What follows belongs to an exercise in optimizing a design on an open flow for small area and a short achievable clock period; a production flow would make more cautious choices.
RTL that was checked went through simulation tests only; none was proved equivalent to the original.
No activity file was given, so power comes from the tool's default toggle rates.

==> nickel: inputs <==
// alu_top
module alu_top (
    input clk,
    input [16-1:0] a,
    input [16-1:0] b,
    input [3:0] sel,
    output reg [16-1:0] y,
    output reg carry
);
Settings: LEC_CHECK=0, ABC_AREA=1, CAP_MARGIN=20, CORE_MARGIN=2, CORE_UTILIZATION=55, SLEW_MARGIN=20; clock period 27.0 ns.
standard.sh (not shown) runs the stock make flow with config.mk's settings and CLKGATE_MAP_FILE= SYNTH_SCRIPT=/design/flow/synth_recipe.tcl, a recipe that flattens the netlist after the stock synthesis.
==> flow/flow/run.sh <==
#!/bin/bash
# Standard ORFS layout (standard.sh: unchanged synthesis, steps and SDC) with
# a larger setup slack margin for the repair steps.  At the design's 27 ns
# period every path already has slack, so without a margin the repair steps
# do nothing; with MARGIN ns they shorten every path longer than 27 - MARGIN.
set -euo pipefail
MARGIN=15.5
bash standard.sh SETUP_SLACK_MARGIN=$MARGIN  finish > standard.log 2>&1
==> cedar (differences from nickel) <==
--- a/flow/design.v
+++ b/flow/design.v
@@ -483,71 +483,71 @@
   assign c12[0] = 1'b0;
   assign c12[1] = G12_0;
   assign c12[2] = G12_3;
   assign c12[3] = G12_2;
   assign c12[4] = G12_4;
   wire [3:0] d12 = ~p12 ^ c12[3:0];
   wire q12 = ~|b[15:4] & ~c12[4];
   wire [3:0] r12 = q12 ? d12[3:0] : t12;
-  reg [15:0] s1_a, s1_b;
-  reg [3:0] s1_sel;
-  reg [3:0] s1_r, s1_q;
-  always @(posedge clk) begin
-    s1_a <= a;
-    s1_b <= b;
-    s1_sel <= sel;
-    s1_r <= r12;
-    s1_q <= {q15, q14, q13, q12};
-  end
-  wire [4:0] t11 = {s1_r, s1_a[11]};
-  wire [4:0] p11 = ~(t11 ^ s1_b[4:0]);
+  wire [4:0] t11 = {r12, a[11]};
+  wire [4:0] p11 = ~(t11 ^ b[4:0]);
   wire [5:0] c11;
-  wire G11_0 = p11[0] ? 1'b0 : s1_b[0];
-  wire G11_1 = p11[2] ? s1_b[1] : s1_b[2];
+  wire G11_0 = p11[0] ? 1'b0 : b[0];
+  wire G11_1 = p11[2] ? b[1] : b[2];
   wire P11_1 = p11[2] & p11[1];
-  wire G11_2 = p11[4] ? s1_b[3] : s1_b[4];
+  wire G11_2 = p11[4] ? b[3] : b[4];
   wire P11_2 = p11[4] & p11[3];
   wire G11_3 = P11_1 ? G11_0 : G11_1;
   wire G11_4 = P11_2 ? G11_3 : G11_2;
-  wire G11_5 = p11[1] ? G11_0 : s1_b[1];
-  wire G11_6 = p11[3] ? G11_3 : s1_b[3];
+  wire G11_5 = p11[1] ? G11_0 : b[1];
+  wire G11_6 = p11[3] ? G11_3 : b[3];
   assign c11[0] = 1'b0;
   assign c11[1] = G11_0;
   assign c11[2] = G11_5;
   assign c11[3] = G11_3;
   assign c11[4] = G11_6;
   assign c11[5] = G11_4;
   wire [4:0] d11 = ~p11 ^ c11[4:0];
-  wire q11 = ~|s1_b[15:5] & ~c11[5];
+  wire q11 = ~|b[15:5] & ~c11[5];
   wire [4:0] r11 = q11 ? d11[4:0] : t11;
-  wire [5:0] t10 = {r11, s1_a[10]};
-  wire [5:0] p10 = ~(t10 ^ s1_b[5:0]);
+  wire [5:0] t10 = {r11, a[10]};
+  wire [5:0] p10 = ~(t10 ^ b[5:0]);
   wire [6:0] c10;
-  wire G10_0 = p10[0] ? 1'b0 : s1_b[0];
-  wire G10_1 = p10[2] ? s1_b[1] : s1_b[2];
+  wire G10_0 = p10[0] ? 1'b0 : b[0];
+  wire G10_1 = p10[2] ? b[1] : b[2];
   wire P10_1 = p10[2] & p10[1];
-  wire G10_2 = p10[4] ? s1_b[3] : s1_b[4];
+  wire G10_2 = p10[4] ? b[3] : b[4];
   wire P10_2 = p10[4] & p10[3];
   wire G10_3 = P10_1 ? G10_0 : G10_1;
   wire G10_4 = P10_2 ? G10_3 : G10_2;
-  wire G10_5 = p10[1] ? G10_0 : s1_b[1];
-  wire G10_6 = p10[3] ? G10_3 : s1_b[3];
-  wire G10_7 = p10[5] ? G10_4 : s1_b[5];
+  wire G10_5 = p10[1] ? G10_0 : b[1];
+  wire G10_6 = p10[3] ? G10_3 : b[3];
+  wire G10_7 = p10[5] ? G10_4 : b[5];
   assign c10[0] = 1'b0;
   assign c10[1] = G10_0;
   assign c10[2] = G10_5;
   assign c10[3] = G10_3;
   assign c10[4] = G10_6;
   assign c10[5] = G10_4;
   assign c10[6] = G10_7;
   wire [5:0] d10 = ~p10 ^ c10[5:0];
-  wire q10 = ~|s1_b[15:6] & ~c10[6];
+  wire q10 = ~|b[15:6] & ~c10[6];
   wire [5:0] r10 = q10 ? d10[5:0] : t10;
-  wire [6:0] t9 = {r10, s1_a[9]};
+  reg [15:0] s1_a, s1_b;
+  reg [3:0] s1_sel;
+  reg [5:0] s1_r, s1_q;
+  always @(posedge clk) begin
+    s1_a <= a;
+    s1_b <= b;
+    s1_sel <= sel;
+    s1_r <= r10;
+    s1_q <= {q15, q14, q13, q12, q11, q10};
+  end
+  wire [6:0] t9 = {s1_r, s1_a[9]};
   wire [6:0] p9 = ~(t9 ^ s1_b[6:0]);
   wire [7:0] c9;
   wire G9_0 = p9[0] ? 1'b0 : s1_b[0];
   wire G9_1 = p9[2] ? s1_b[1] : s1_b[2];
   wire P9_1 = p9[2] & p9[1];
   wire G9_2 = p9[4] ? s1_b[3] : s1_b[4];
   wire P9_2 = p9[4] & p9[3];
   wire G9_3 = p9[6] ? s1_b[5] : s1_b[6];
@@ -857,74 +857,56 @@
   assign c2[10] = G2_19;
   assign c2[11] = G2_11;
   assign c2[12] = G2_20;
   assign c2[13] = G2_14;
   assign c2[14] = G2_21;
   wire [13:0] d2 = ~p2 ^ c2[13:0];
   wire q2 = ~|s1_b[15:14] & ~c2[14];
   wire [13:0] r2 = q2 ? d2[13:0] : t2;
-  wire [15:2] qm = {s1_q, q11, q10, q9, q8, q7, q6, q5, q4, q3, q2};
-  wire [15:0] o;
-  wire co;
-  alu_ops u_ops (.A(s1_a), .B(s1_b), .sel(s1_sel), .Y(o), .C(co));
-  wire isdiv = s1_sel == 4'b0011;
-  reg [15:0] s2_m;         
-  reg [13:0] s2_r;
-  reg [1:0] s2_a;
-  reg [15:0] s2_b;
-  reg s2_div;
-  always @(posedge clk) begin
-    s2_m <= isdiv ? {qm, o[1:0]} : o;
-    s2_r <= r2;
-    s2_a <= s1_a[1:0];
-    s2_b <= s1_b;
-    s2_div <= isdiv;
-    carry <= co;
-  end
-  wire [14:0] t1 = {s2_r, s2_a[1]};
-  wire [14:0] p1 = ~(t1 ^ s2_b[14:0]);
+  wire [14:0] t1 = {r2, s1_a[1]};
+  wire [14:0] p1 = ~(t1 ^ s1_b[14:0]);
   wire [15:0] c1;
-  wire G1_0 = p1[0] ? 1'b0 : s2_b[0];
-  wire G1_1 = p1[2] ? s2_b[1] : s2_b[2];
+  wire G1_0 = p1[0] ? 1'b0 : s1_b[0];
+  wire G1_1 = p1[2] ? s1_b[1] : s1_b[2];
   wire P1_1 = p1[2] & p1[1];
-  wire G1_2 = p1[4] ? s2_b[3] : s2_b[4];
+  wire G1_2 = p1[4] ? s1_b[3] : s1_b[4];
   wire P1_2 = p1[4] & p1[3];
-  wire G1_3 = p1[6] ? s2_b[5] : s2_b[6];
+  wire G1_3 = p1[6] ? s1_b[5] : s1_b[6];
   wire P1_3 = p1[6] & p1[5];
-  wire G1_4 = p1[8] ? s2_b[7] : s2_b[8];
+  wire G1_4 = p1[8] ? s1_b[7] : s1_b[8];
   wire P1_4 = p1[8] & p1[7];
-  wire G1_5 = p1[10] ? s2_b[9] : s2_b[10];
+  wire G1_5 = p1[10] ? s1_b[9] : s1_b[10];
   wire P1_5 = p1[10] & p1[9];
-  wire G1_6 = p1[12] ? s2_b[11] : s2_b[12];
+  wire G1_6 = p1[12] ? s1_b[11] : s1_b[12];
   wire P1_6 = p1[12] & p1[11];
-  wire G1_7 = p1[14] ? s2_b[13] : s2_b[14];
+  wire G1_7 = p1[14] ? s1_b[13] : s1_b[14];
   wire P1_7 = p1[14] & p1[13];
   wire G1_8 = P1_1 ? G1_0 : G1_1;
   wire G1_9 = P1_3 ? G1_2 : G1_3;
   wire P1_9 = P1_3 & P1_2;
   wire G1_10 = P1_5 ? G1_4 : G1_5;
   wire P1_10 = P1_5 & P1_4;
   wire G1_11 = P1_7 ? G1_6 : G1_7;
   wire P1_11 = P1_7 & P1_6;
   wire G1_12 = P1_9 ? G1_8 : G1_9;
   wire G1_13 = P1_11 ? G1_10 : G1_11;
   wire P1_13 = P1_11 & P1_10;
   wire G1_14 = P1_13 ? G1_12 : G1_13;
   wire G1_15 = P1_10 ? G1_12 : G1_10;
   wire G1_16 = P1_2 ? G1_8 : G1_2;
   wire G1_17 = P1_4 ? G1_12 : G1_4;
   wire G1_18 = P1_6 ? G1_15 : G1_6;
-  wire G1_19 = p1[1] ? G1_0 : s2_b[1];
-  wire G1_20 = p1[3] ? G1_8 : s2_b[3];
-  wire G1_21 = p1[5] ? G1_16 : s2_b[5];
-  wire G1_22 = p1[7] ? G1_12 : s2_b[7];
-  wire G1_23 = p1[9] ? G1_17 : s2_b[9];
-  wire G1_24 = p1[11] ? G1_15 : s2_b[11];
-  wire G1_25 = p1[13] ? G1_18 : s2_b[13];
+  wire G1_19 = p1[1] ? G1_0 : s1_b[1];
+  wire G1_20 = p1[3] ? G1_8 : s1_b[3];
+  wire G1_21 = p1[5] ? G1_16 : s1_b[5];
+  wire G1_22 = p1[7] ? G1_12 : s1_b[7];
+  wire G1_23 = p1[9] ? G1_17 : s1_b[9];
+  wire G1_24 = p1[11] ? G1_15 : s1_b[11];
+  wire G1_25 = p1[13] ? G1_18 : s1_b[13];
   assign c1[0] = 1'b0;
   assign c1[1] = G1_0;
   assign c1[2] = G1_19;
   assign c1[3] = G1_8;
   assign c1[4] = G1_20;
   assign c1[5] = G1_16;
   assign c1[6] = G1_21;
   assign c1[7] = G1_12;
@@ -932,59 +914,59 @@
   assign c1[9] = G1_17;
   assign c1[10] = G1_23;
   assign c1[11] = G1_15;
   assign c1[12] = G1_24;
   assign c1[13] = G1_18;
   assign c1[14] = G1_25;
   assign c1[15] = G1_14;
   wire [14:0] d1 = ~p1 ^ c1[14:0];
-  wire q1 = ~|s2_b[15:15] & ~c1[15];
+  wire q1 = ~|s1_b[15:15] & ~c1[15];
   wire [14:0] r1 = q1 ? d1[14:0] : t1;
-  wire [15:0] t0 = {r1, s2_a[0]};
-  wire [15:0] p0 = ~(t0 ^ s2_b[15:0]);
+  wire [15:0] t0 = {r1, s1_a[0]};
+  wire [15:0] p0 = ~(t0 ^ s1_b[15:0]);
   wire [16:0] c0;
-  wire G0_0 = p0[0] ? 1'b0 : s2_b[0];
-  wire G0_1 = p0[2] ? s2_b[1] : s2_b[2];
+  wire G0_0 = p0[0] ? 1'b0 : s1_b[0];
+  wire G0_1 = p0[2] ? s1_b[1] : s1_b[2];
   wire P0_1 = p0[2] & p0[1];
-  wire G0_2 = p0[4] ? s2_b[3] : s2_b[4];
+  wire G0_2 = p0[4] ? s1_b[3] : s1_b[4];
   wire P0_2 = p0[4] & p0[3];
-  wire G0_3 = p0[6] ? s2_b[5] : s2_b[6];
+  wire G0_3 = p0[6] ? s1_b[5] : s1_b[6];
   wire P0_3 = p0[6] & p0[5];
-  wire G0_4 = p0[8] ? s2_b[7] : s2_b[8];
+  wire G0_4 = p0[8] ? s1_b[7] : s1_b[8];
   wire P0_4 = p0[8] & p0[7];
-  wire G0_5 = p0[10] ? s2_b[9] : s2_b[10];
+  wire G0_5 = p0[10] ? s1_b[9] : s1_b[10];
   wire P0_5 = p0[10] & p0[9];
-  wire G0_6 = p0[12] ? s2_b[11] : s2_b[12];
+  wire G0_6 = p0[12] ? s1_b[11] : s1_b[12];
   wire P0_6 = p0[12] & p0[11];
-  wire G0_7 = p0[14] ? s2_b[13] : s2_b[14];
+  wire G0_7 = p0[14] ? s1_b[13] : s1_b[14];
   wire P0_7 = p0[14] & p0[13];
   wire G0_8 = P0_1 ? G0_0 : G0_1;
   wire G0_9 = P0_3 ? G0_2 : G0_3;
   wire P0_9 = P0_3 & P0_2;
   wire G0_10 = P0_5 ? G0_4 : G0_5;
   wire P0_10 = P0_5 & P0_4;
   wire G0_11 = P0_7 ? G0_6 : G0_7;
   wire P0_11 = P0_7 & P0_6;
   wire G0_12 = P0_9 ? G0_8 : G0_9;
   wire G0_13 = P0_11 ? G0_10 : G0_11;
   wire P0_13 = P0_11 & P0_10;
   wire G0_14 = P0_13 ? G0_12 : G0_13;
   wire G0_15 = P0_10 ? G0_12 : G0_10;
   wire G0_16 = P0_2 ? G0_8 : G0_2;
   wire G0_17 = P0_4 ? G0_12 : G0_4;
   wire G0_18 = P0_6 ? G0_15 : G0_6;
-  wire G0_19 = p0[1] ? G0_0 : s2_b[1];
-  wire G0_20 = p0[3] ? G0_8 : s2_b[3];
-  wire G0_21 = p0[5] ? G0_16 : s2_b[5];
-  wire G0_22 = p0[7] ? G0_12 : s2_b[7];
-  wire G0_23 = p0[9] ? G0_17 : s2_b[9];
-  wire G0_24 = p0[11] ? G0_15 : s2_b[11];
-  wire G0_25 = p0[13] ? G0_18 : s2_b[13];
-  wire G0_26 = p0[15] ? G0_14 : s2_b[15];
+  wire G0_19 = p0[1] ? G0_0 : s1_b[1];
+  wire G0_20 = p0[3] ? G0_8 : s1_b[3];
+  wire G0_21 = p0[5] ? G0_16 : s1_b[5];
+  wire G0_22 = p0[7] ? G0_12 : s1_b[7];
+  wire G0_23 = p0[9] ? G0_17 : s1_b[9];
+  wire G0_24 = p0[11] ? G0_15 : s1_b[11];
+  wire G0_25 = p0[13] ? G0_18 : s1_b[13];
+  wire G0_26 = p0[15] ? G0_14 : s1_b[15];
   assign c0[0] = 1'b0;
   assign c0[1] = G0_0;
   assign c0[2] = G0_19;
   assign c0[3] = G0_8;
   assign c0[4] = G0_20;
   assign c0[5] = G0_16;
   assign c0[6] = G0_21;
   assign c0[7] = G0_12;
@@ -994,10 +976,18 @@
   assign c0[11] = G0_15;
   assign c0[12] = G0_24;
   assign c0[13] = G0_18;
   assign c0[14] = G0_25;
   assign c0[15] = G0_14;
   assign c0[16] = G0_26;
   wire [15:0] d0 = ~p0 ^ c0[15:0];
   wire q0 = 1'b1 & ~c0[16];
-  always @* y = {s2_m[15:2], s2_div ? {q1, q0} : s2_m[1:0]};
+  wire [15:0] qm = {s1_q, q9, q8, q7, q6, q5, q4, q3, q2, q1, q0};
+  wire [15:0] o;
+  wire co;
+  alu_ops u_ops (.A(s1_a), .B(s1_b), .sel(s1_sel), .Y(o), .C(co));
+  wire isdiv = s1_sel == 4'b0011;
+  always @(posedge clk) begin
+    y <= isdiv ? qm : o;
+    carry <= co;
+  end
 endmodule
==> xenon (differences from nickel) <==
--- a/flow/design.v
+++ b/flow/design.v
@@ -483,48 +483,48 @@
   assign c12[0] = 1'b0;
   assign c12[1] = G12_0;
   assign c12[2] = G12_3;
   assign c12[3] = G12_2;
   assign c12[4] = G12_4;
   wire [3:0] d12 = ~p12 ^ c12[3:0];
   wire q12 = ~|b[15:4] & ~c12[4];
   wire [3:0] r12 = q12 ? d12[3:0] : t12;
-  reg [15:0] s1_a, s1_b;
-  reg [3:0] s1_sel;
-  reg [3:0] s1_r, s1_q;
-  always @(posedge clk) begin
-    s1_a <= a;
-    s1_b <= b;
-    s1_sel <= sel;
-    s1_r <= r12;
-    s1_q <= {q15, q14, q13, q12};
-  end
-  wire [4:0] t11 = {s1_r, s1_a[11]};
-  wire [4:0] p11 = ~(t11 ^ s1_b[4:0]);
+  wire [4:0] t11 = {r12, a[11]};
+  wire [4:0] p11 = ~(t11 ^ b[4:0]);
   wire [5:0] c11;
-  wire G11_0 = p11[0] ? 1'b0 : s1_b[0];
-  wire G11_1 = p11[2] ? s1_b[1] : s1_b[2];
+  wire G11_0 = p11[0] ? 1'b0 : b[0];
+  wire G11_1 = p11[2] ? b[1] : b[2];
   wire P11_1 = p11[2] & p11[1];
-  wire G11_2 = p11[4] ? s1_b[3] : s1_b[4];
+  wire G11_2 = p11[4] ? b[3] : b[4];
   wire P11_2 = p11[4] & p11[3];
   wire G11_3 = P11_1 ? G11_0 : G11_1;
   wire G11_4 = P11_2 ? G11_3 : G11_2;
-  wire G11_5 = p11[1] ? G11_0 : s1_b[1];
-  wire G11_6 = p11[3] ? G11_3 : s1_b[3];
+  wire G11_5 = p11[1] ? G11_0 : b[1];
+  wire G11_6 = p11[3] ? G11_3 : b[3];
   assign c11[0] = 1'b0;
   assign c11[1] = G11_0;
   assign c11[2] = G11_5;
   assign c11[3] = G11_3;
   assign c11[4] = G11_6;
   assign c11[5] = G11_4;
   wire [4:0] d11 = ~p11 ^ c11[4:0];
-  wire q11 = ~|s1_b[15:5] & ~c11[5];
+  wire q11 = ~|b[15:5] & ~c11[5];
   wire [4:0] r11 = q11 ? d11[4:0] : t11;
-  wire [5:0] t10 = {r11, s1_a[10]};
+  reg [15:0] s1_a, s1_b;
+  reg [3:0] s1_sel;
+  reg [4:0] s1_r, s1_q;
+  always @(posedge clk) begin
+    s1_a <= a;
+    s1_b <= b;
+    s1_sel <= sel;
+    s1_r <= r11;
+    s1_q <= {q15, q14, q13, q12, q11};
+  end
+  wire [5:0] t10 = {s1_r, s1_a[10]};
   wire [5:0] p10 = ~(t10 ^ s1_b[5:0]);
   wire [6:0] c10;
   wire G10_0 = p10[0] ? 1'b0 : s1_b[0];
   wire G10_1 = p10[2] ? s1_b[1] : s1_b[2];
   wire P10_1 = p10[2] & p10[1];
   wire G10_2 = p10[4] ? s1_b[3] : s1_b[4];
   wire P10_2 = p10[4] & p10[3];
   wire G10_3 = P10_1 ? G10_0 : G10_1;
@@ -857,17 +857,17 @@
   assign c2[10] = G2_19;
   assign c2[11] = G2_11;
   assign c2[12] = G2_20;
   assign c2[13] = G2_14;
   assign c2[14] = G2_21;
   wire [13:0] d2 = ~p2 ^ c2[13:0];
   wire q2 = ~|s1_b[15:14] & ~c2[14];
   wire [13:0] r2 = q2 ? d2[13:0] : t2;
-  wire [15:2] qm = {s1_q, q11, q10, q9, q8, q7, q6, q5, q4, q3, q2};
+  wire [15:2] qm = {s1_q, q10, q9, q8, q7, q6, q5, q4, q3, q2};
   wire [15:0] o;
   wire co;
   alu_ops u_ops (.A(s1_a), .B(s1_b), .sel(s1_sel), .Y(o), .C(co));
   wire isdiv = s1_sel == 4'b0011;
   reg [15:0] s2_m;         
   reg [13:0] s2_r;
   reg [1:0] s2_a;
   reg [15:0] s2_b;
==> juniper (differences from nickel) <==
--- a/flow/design.v
+++ b/flow/design.v
@@ -483,48 +483,48 @@
   assign c12[0] = 1'b0;
   assign c12[1] = G12_0;
   assign c12[2] = G12_3;
   assign c12[3] = G12_2;
   assign c12[4] = G12_4;
   wire [3:0] d12 = ~p12 ^ c12[3:0];
   wire q12 = ~|b[15:4] & ~c12[4];
   wire [3:0] r12 = q12 ? d12[3:0] : t12;
-  reg [15:0] s1_a, s1_b;
-  reg [3:0] s1_sel;
-  reg [3:0] s1_r, s1_q;
-  always @(posedge clk) begin
-    s1_a <= a;
-    s1_b <= b;
-    s1_sel <= sel;
-    s1_r <= r12;
-    s1_q <= {q15, q14, q13, q12};
-  end
-  wire [4:0] t11 = {s1_r, s1_a[11]};
-  wire [4:0] p11 = ~(t11 ^ s1_b[4:0]);
+  wire [4:0] t11 = {r12, a[11]};
+  wire [4:0] p11 = ~(t11 ^ b[4:0]);
   wire [5:0] c11;
-  wire G11_0 = p11[0] ? 1'b0 : s1_b[0];
-  wire G11_1 = p11[2] ? s1_b[1] : s1_b[2];
+  wire G11_0 = p11[0] ? 1'b0 : b[0];
+  wire G11_1 = p11[2] ? b[1] : b[2];
   wire P11_1 = p11[2] & p11[1];
-  wire G11_2 = p11[4] ? s1_b[3] : s1_b[4];
+  wire G11_2 = p11[4] ? b[3] : b[4];
   wire P11_2 = p11[4] & p11[3];
   wire G11_3 = P11_1 ? G11_0 : G11_1;
   wire G11_4 = P11_2 ? G11_3 : G11_2;
-  wire G11_5 = p11[1] ? G11_0 : s1_b[1];
-  wire G11_6 = p11[3] ? G11_3 : s1_b[3];
+  wire G11_5 = p11[1] ? G11_0 : b[1];
+  wire G11_6 = p11[3] ? G11_3 : b[3];
   assign c11[0] = 1'b0;
   assign c11[1] = G11_0;
   assign c11[2] = G11_5;
   assign c11[3] = G11_3;
   assign c11[4] = G11_6;
   assign c11[5] = G11_4;
   wire [4:0] d11 = ~p11 ^ c11[4:0];
-  wire q11 = ~|s1_b[15:5] & ~c11[5];
+  wire q11 = ~|b[15:5] & ~c11[5];
   wire [4:0] r11 = q11 ? d11[4:0] : t11;
-  wire [5:0] t10 = {r11, s1_a[10]};
+  reg [15:0] s1_a, s1_b;
+  reg [3:0] s1_sel;
+  reg [4:0] s1_r, s1_q;
+  always @(posedge clk) begin
+    s1_a <= a;
+    s1_b <= b;
+    s1_sel <= sel;
+    s1_r <= r11;
+    s1_q <= {q15, q14, q13, q12, q11};
+  end
+  wire [5:0] t10 = {s1_r, s1_a[10]};
   wire [5:0] p10 = ~(t10 ^ s1_b[5:0]);
   wire [6:0] c10;
   wire G10_0 = p10[0] ? 1'b0 : s1_b[0];
   wire G10_1 = p10[2] ? s1_b[1] : s1_b[2];
   wire P10_1 = p10[2] & p10[1];
   wire G10_2 = p10[4] ? s1_b[3] : s1_b[4];
   wire P10_2 = p10[4] & p10[3];
   wire G10_3 = P10_1 ? G10_0 : G10_1;
@@ -857,17 +857,17 @@
   assign c2[10] = G2_19;
   assign c2[11] = G2_11;
   assign c2[12] = G2_20;
   assign c2[13] = G2_14;
   assign c2[14] = G2_21;
   wire [13:0] d2 = ~p2 ^ c2[13:0];
   wire q2 = ~|s1_b[15:14] & ~c2[14];
   wire [13:0] r2 = q2 ? d2[13:0] : t2;
-  wire [15:2] qm = {s1_q, q11, q10, q9, q8, q7, q6, q5, q4, q3, q2};
+  wire [15:2] qm = {s1_q, q10, q9, q8, q7, q6, q5, q4, q3, q2};
   wire [15:0] o;
   wire co;
   alu_ops u_ops (.A(s1_a), .B(s1_b), .sel(s1_sel), .Y(o), .C(co));
   wire isdiv = s1_sel == 4'b0011;
   reg [15:0] s2_m;         
   reg [13:0] s2_r;
   reg [1:0] s2_a;
   reg [15:0] s2_b;
==> flow/flow/run.sh (replaced) <==
#!/bin/bash
# Standard ORFS layout (standard.sh: unchanged synthesis, steps and SDC) with
# a larger setup slack margin for the repair steps.  At the design's 27 ns
# period every path already has slack, so without a margin the repair steps
# do nothing; with MARGIN ns they shorten every path longer than 27 - MARGIN.
set -euo pipefail
MARGIN=16
bash standard.sh SETUP_SLACK_MARGIN=$MARGIN  finish > standard.log 2>&1
==> summary.txt <==
Synthesis
  – Sequential-to-total area share from yosys stat: 12.8%
  – Post-Synth Simple-Gate Area: 38.5%

Clock network
  – Worst-path clk slew: 0.08 ns

Run status
  – Status: finished clean

Cells and area
  – Commonest cells after routing, fill and taps aside: nand2_1 (760), inv_1 (394), nand3_1 (220)
  – N_diodes: 0
  – Non-clock buffers: 123

Power and ir drop
  – VDD IR max: 0.0435 mV
  – Combinational power share: 64.7%

Setup path
  – Worst-case reg-to-reg path depth: 89
  – Flop2flop setup slack: 16.28 ns

Placed design
  – Post-DP Area: 15,700 sq um
  – DP Wirelength: 33,200 um
The numbers above come from xenon.

==> summary.txt <==
Cells and area
  – Non-clock buffers: 145
  – Storage element area: 1910 sq um
  – Share of post-route cells with drive strength above 1: 18.7%
  – N_diodes: 0

Placed design
  – Post-DP Area: 15,800 sq um

Min path
  – Hold Path Class: reg2reg

Synthesis
  – Post-Synth Simple-Gate Area: 38.3%
  – Synth Area in Compound Gates: 7.77%
  – Mean Syn Cell Area: 6.38 sq um
  – Mapped Cells: 2,375
  – Sequential-to-total area share from yosys stat: 12.4%

Run status
  – Status: finished clean

Clock network
  – Worst-path clk slew: 0.08 ns

STA
  – Slew HR: 36.0%

Power and ir drop
  – Clk pwr share: 16.3%

Floorplan
  – I/O pin cnt: 54

Drt
  – First-pass DRT Iterations: 9

Setup path
  – Worst-case reg-to-reg path depth: 96
The numbers above come from nickel.

==> summary.txt <==
Run status
  – Status: finished clean

Setup path
  – CP Buf/Inv Count: 8
  – Flop2flop setup slack: 16.64 ns
  – Worst-case reg-to-reg path depth: 95
  – WP data required: 27.30 ns

Cells and area
  – Commonest cells after routing, fill and taps aside: nand2_1 (714), inv_1 (388), nand3_1 (195)
  – Sequential cell area share: 11.1%
  – N_diodes: 0
  – Storage element area: 1940 sq um

Placed design
  – DP Wirelength: 33,200 um
  – Post-DP Area: 15,700 sq um

Floorplan
  – Tap Cells: 341

Clock network
  – Worst-path clk slew: 0.08 ns

Power and ir drop
  – VDD IR max: 0.0447 mV

Synthesis
  – Sequential-to-total area share from yosys stat: 12.8%
  – Post-Synth Simple-Gate Area: 38.5%
  – #FFs+latches synth: 96
The numbers above come from juniper.

==> summary.txt <==
Run status
  – Status: finished clean

Synthesis
  – Sequential-to-total area share from yosys stat: 8.39%
  – Post-Synth Simple-Gate Area: 44.9%

Clock network
  – Worst-path clk slew: 0.06 ns

Setup path
  – Flop2flop setup slack: 15.55 ns
  – Worst-case reg-to-reg path depth: 102

Power and ir drop
  – VDD IR max: 0.0543 mV

Cells and area
  – Commonest cells after routing, fill and taps aside: nand2_1 (749), inv_1 (376), nand3_1 (245)

Placed design
  – DP Wirelength: 37,800 um
  – Post-DP Area: 16,100 sq um
The numbers above come from cedar.

Only the layout flow was run in nickel and cedar; the RTL was not checked for function there.

[what the ideal ports hide]
No port has a modelled driver above. Below, the same layouts with a new extraction and two added sets of constraints.
Step 1 assumes that a clkbuf_16 drives the clock port and a buf_2 every other input.
Step 2 adds t to the input delays and takes it off the output delays; t is the mean of the earliest and latest rising clock arrival at the registers after step 1. Input paths then give back, and output paths get back, about the clock's delay inside the block.
a / b / c = ideal ports / drivers / drivers and shift; a / b = the first two.
run	shift t [ns]	setup WS [ns]	worst register clock-pin slew, ns
nickel	0.403	16.016 / 16.016 / 16.016	0.09 / 0.09
cedar	0.393	14.419 / 14.420 / 14.028	0.07 / 0.07
xenon	0.406	15.872 / 15.904 / 15.498	0.08 / 0.08
juniper	0.410	16.405 / 16.437 / 16.027	0.08 / 0.08
After both steps every run listed still meets setup and hold. The setup slack of cedar, which loses most, moves by +0.001 ns with the drivers and by -0.391 ns with both steps.
